Source: an optimization exercise on an open RTL-to-GDS flow (aim: small area, a short achievable clock period and few clock cycles per item). Production flows keep margins and buffers that such runs may drop.
Only simulation tests tie the RTL to the original design; equivalence was not proved.

==> inputs of run a <==
==> flow/design.v (excerpt) <==
module fc_layer1_flattened #(
    parameter IN_SIZE  = 16,
    parameter OUT_SIZE = 8,
    parameter W = 8,
    parameter ACC_WIDTH = W+7
)(
    input clk,
    input reset,
    input start,
    input signed [W*IN_SIZE-1:0] in_vector_flat,
    input signed [W*(OUT_SIZE*IN_SIZE)-1:0] weights_flat,
    input signed [W*OUT_SIZE-1:0] biases_flat,
    output reg signed [W*OUT_SIZE-1:0] out_vector_flat,
    output reg done
);
    wire [63:0] b_one [0:3];
    wire [63:0] b_two [0:3];
    wire [63:0] b_neg [0:3];
    genvar gb;
    generate
        for (gb = 0; gb < 4; gb = gb + 1) begin : ENC_BANK
            booth_enc u_enc (.in_vector_flat(in_vector_flat), .b_one(b_one[gb]),
                             .b_two(b_two[gb]), .b_neg(b_neg[gb]));
        end
    endgenerate
    wire ns0, nc0;
    fa3 u_n0 (.a(in_vector_flat[105]), .b(in_vector_flat[113]), .c(in_vector_flat[121]), .s(ns0), .co(nc0));
    wire nhs1, nhc1;
    ha2 u_nh1 (.a(in_vector_flat[17]), .b(in_vector_flat[1]), .s(nhs1), .co(nhc1));
    wire ns2, nc2;
    fa3 u_n2 (.a(in_vector_flat[107]), .b(in_vector_flat[115]), .c(in_vector_flat[11]), .s(ns2), .co(nc2));
    wire nhs3, nhc3;
    ha2 u_nh3 (.a(in_vector_flat[123]), .b(in_vector_flat[19]), .s(nhs3), .co(nhc3));
    wire ns4, nc4;
    fa3 u_n4 (.a(in_vector_flat[101]), .b(in_vector_flat[109]), .c(in_vector_flat[117]), .s(ns4), .co(nc4));
    wire nhs5, nhc5;
    ha2 u_nh5 (.a(in_vector_flat[125]), .b(in_vector_flat[13]), .s(nhs5), .co(nhc5));
    wire ns6, nc6;
  ...
clock: 10.0 ns
lec_check: 0
cap_margin: 20
cell_pad_in_sites_global_placement: 1
core_area: 5 5 735 735
cts_cluster_diameter: 50
cts_cluster_size: 20
die_area: 0 0 740 740
place_density: 0.42
setup_slack_margin: 2.2
slew_margin: 20
synth_hierarchical: 1
synth_minimum_keep_size: 0
buffer_ports_args: -buffer_cell sky130_fd_sc_hd__buf_1
standard.sh (not shown) runs the stock make flow with config.mk's settings and CLKGATE_MAP_FILE= SYNTH_SCRIPT=/design/flow/synth_recipe.tcl, a recipe that flattens the netlist after the stock synthesis.
==> flow/flow/run.sh <==
#!/bin/bash
# Standard layout, with plain buffers (not delay cells) on the ports.
set -e
cp standard.sh standard_sh_copy.log
echo "export BUFFER_PORTS_ARGS = -buffer_cell sky130_fd_sc_hd__buf_1" >> config.mk
bash standard.sh > standard_flow.log 2>&1
==> inputs of run b, as changes to run a <==
--- a/flow/design.v
+++ b/flow/design.v
@@ -1284,24 +1284,27 @@
     input reset,
     input start,
     input signed [W*IN_SIZE-1:0] in_vector_flat,
     input signed [W*(OUT_SIZE*IN_SIZE)-1:0] weights_flat,
     input signed [W*OUT_SIZE-1:0] biases_flat,
     output reg signed [W*OUT_SIZE-1:0] out_vector_flat,
     output reg done
 );
-    wire [63:0] b_one [0:3];
-    wire [63:0] b_two [0:3];
-    wire [63:0] b_neg [0:3];
-    genvar gb;
+    wire [63:0] b_one, b_two, b_neg;
+    genvar gi, gk;
     generate
-        for (gb = 0; gb < 4; gb = gb + 1) begin : ENC_BANK
-            booth_enc u_enc (.in_vector_flat(in_vector_flat), .b_one(b_one[gb]),
-                             .b_two(b_two[gb]), .b_neg(b_neg[gb]));
+        for (gi = 0; gi < 16; gi = gi + 1) begin : ENC
+            wire [8:0] xe = {in_vector_flat[gi*8 +: 8], 1'b0};
+            for (gk = 0; gk < 4; gk = gk + 1) begin : DIG
+                wire [2:0] t = xe[2*gk +: 3];
+                assign b_one[gk*16+gi] = t[1] ^ t[0];
+                assign b_two[gk*16+gi] = (t[2] & ~t[1] & ~t[0]) | (~t[2] & t[1] & t[0]);
+                assign b_neg[gk*16+gi] = t[2];
+            end
         end
     endgenerate
     wire ns0, nc0;
     fa3 u_n0 (.a(in_vector_flat[105]), .b(in_vector_flat[113]), .c(in_vector_flat[121]), .s(ns0), .co(nc0));
     wire nhs1, nhc1;
     ha2 u_nh1 (.a(in_vector_flat[17]), .b(in_vector_flat[1]), .s(nhs1), .co(nhc1));
     wire ns2, nc2;
     fa3 u_n2 (.a(in_vector_flat[107]), .b(in_vector_flat[115]), .c(in_vector_flat[11]), .s(ns2), .co(nc2));
@@ -1424,43 +1427,24 @@
     wire [7:0] res [0:7];
     genvar gn;
     generate
         for (gn = 0; gn < 8; gn = gn + 1) begin : PE_INSTANCES
             PE_seq_flat pe_inst (
                 .clk(clk),
                 .en(start),
                 .weight_row_flat(weights_flat[gn*128 +: 128]),
-                .b_one(b_one[gn / 2]),
-                .b_two(b_two[gn / 2]),
-                .b_neg(b_neg[gn / 2]),
+                .b_one(b_one),
+                .b_two(b_two),
+                .b_neg(b_neg),
                 .bias(biases_flat[gn*8 +: 8]),
                 .neg_s(neg_s),
                 .neg_c(neg_c),
                 .result(res[gn])
             );
         end
     endgenerate
     integer j;
     always @(*) begin
         for (j = 0; j < 8; j = j + 1)
             out_vector_flat[j*8 +: 8] = res[j];
     end
 endmodule
-module booth_enc (
-    input [127:0] in_vector_flat,
-    output [63:0] b_one,      
-    output [63:0] b_two,      
-    output [63:0] b_neg       
-);
-    genvar gi, gk;
-    generate
-        for (gi = 0; gi < 16; gi = gi + 1) begin : ENC
-            wire [8:0] xe = {in_vector_flat[gi*8 +: 8], 1'b0};
-            for (gk = 0; gk < 4; gk = gk + 1) begin : DIG
-                wire [2:0] t = xe[2*gk +: 3];
-                assign b_one[gk*16+gi] = t[1] ^ t[0];
-                assign b_two[gk*16+gi] = (t[2] & ~t[1] & ~t[0]) | (~t[2] & t[1] & t[0]);
-                assign b_neg[gk*16+gi] = t[2];
-            end
-        end
-    endgenerate
-endmodule
==> flow/config.mk (replaced) <==
export PLATFORM = sky130hd
export DESIGN_NAME = fc_layer1_flattened
export DESIGN_NICKNAME = fc_layer1_flattened
export VERILOG_FILES = /design/flow/design.v
export SDC_FILE = /design/flow/constraint.sdc
export NUM_CORES = 4
export LEC_CHECK = 0
export CAP_MARGIN = 20
export CELL_PAD_IN_SITES_GLOBAL_PLACEMENT = 1
export CORE_AREA = 5 5 795 795
export CTS_CLUSTER_DIAMETER = 50
export CTS_CLUSTER_SIZE = 20
export DIE_AREA = 0 0 800 800
export PLACE_DENSITY = 0.36
export SETUP_SLACK_MARGIN = 2.2
export SLEW_MARGIN = 20
export SYNTH_HIERARCHICAL = 1
export SYNTH_MINIMUM_KEEP_SIZE = 0
export BUFFER_PORTS_ARGS = -buffer_cell sky130_fd_sc_hd__buf_1
==> comparison <==
Sequential share of layout area is about the same in run b and run a. Register-to-register slack: run b is better than run a (20 ps). Hold slack: run a is worse than run b (6.0 ps). In run b the routed wire length is higher than in run a, by about 20%. Between run a and run b, the lower via count is in run a (gap 4.4%, measured against run b). Between run b and run a, the lower design area is in run b (gap about 0.45%, measured against run a). Against run b, the area after synthesis of run a is larger by 3.5%. Against run a, the first-iteration DRC count of run b is larger by 15%.
==> figures <==
Result of the run: run b complete, no violations; run a complete, no violations
Buffers and inverters on the worst path: run b 3; run a 4
Placer Congestion: run b 1.045; run a 1.070
DIE HEIGHT: run b 800 microns; run a 740 microns
Finished Core Util: run b 34.66%; run a 40.79%
Cell Rows: run b 290; run a 268
Ant. Diodes: run b 389; run a 276
Fraction of layout cells with a size suffix above 1: run b 10.13%; run a 11.14%
Antenna violations before repair: run b 493; run a 306
Gate count of the mapped netlist: run b 17630; run a 18570
Most repeated library cell on the critical path: run b sky130_fd_sc_hd__fa_1; run a sky130_fd_sc_hd__fa_2
Dpl hpwl: run b 1302000 microns; run a 1174000 microns
Initial Utilization: run b 30.29%; run a 36.74%
Vias per inst: run b 6.712; run a 6.617
Clock distribution area overhead in the final layout: run b 0.9751%; run a 0.9355%
Maximum number of pins on one net before global-route repair: run b 51; run a 52
Unique cell type count in the Yosys netlist: run b 40; run a 42
Growth of design area from synthesis to finish: run b 14.43%; run a 11.03%
Testbench counts of run a, summed over its fixed seeds: cycles 960, items 960.
Testbench counts of run b, summed over its fixed seeds: cycles 960, items 960.

[separate check: timing with driven ports]
The results above use ideal ports. As a check the final layouts listed here were re-extracted and re-timed, cells and wires unchanged.
Step 1 (the two cells are an assumption about what drives the block):
set clk [get_ports {clk}]
set_driving_cell -lib_cell sky130_fd_sc_hd__clkbuf_16 $clk
set_driving_cell -lib_cell sky130_fd_sc_hd__buf_2 [delete_from_list [all_inputs] $clk]
Step 2 moves the port delays by t, midway between the first and last clock arrival at a register: inputs arrive t later, outputs are due t later. That takes back most of the time a late clock gives input paths.
Three values: ideal, step 1, step 2; two values: the first two.
| run | t, ns | setup WS [ns] | worst setup path after step 2 | latest minus earliest clock arrival (ns) | pins driven straight from the clock port |
|---|---|---|---|---|---|
| run a | 0.976 | 1.872 / 1.934 / 0.958 | input to register | 0.112 / 0.112 | 1 |
| run b | 1.046 | 1.991 / 2.092 / 1.046 | input to register | 0.060 / 0.061 | 1 |
After both steps every run listed still meets setup and hold. The setup slack of run b, which loses most, moves by +0.101 ns with the drivers and by -0.945 ns with both steps.
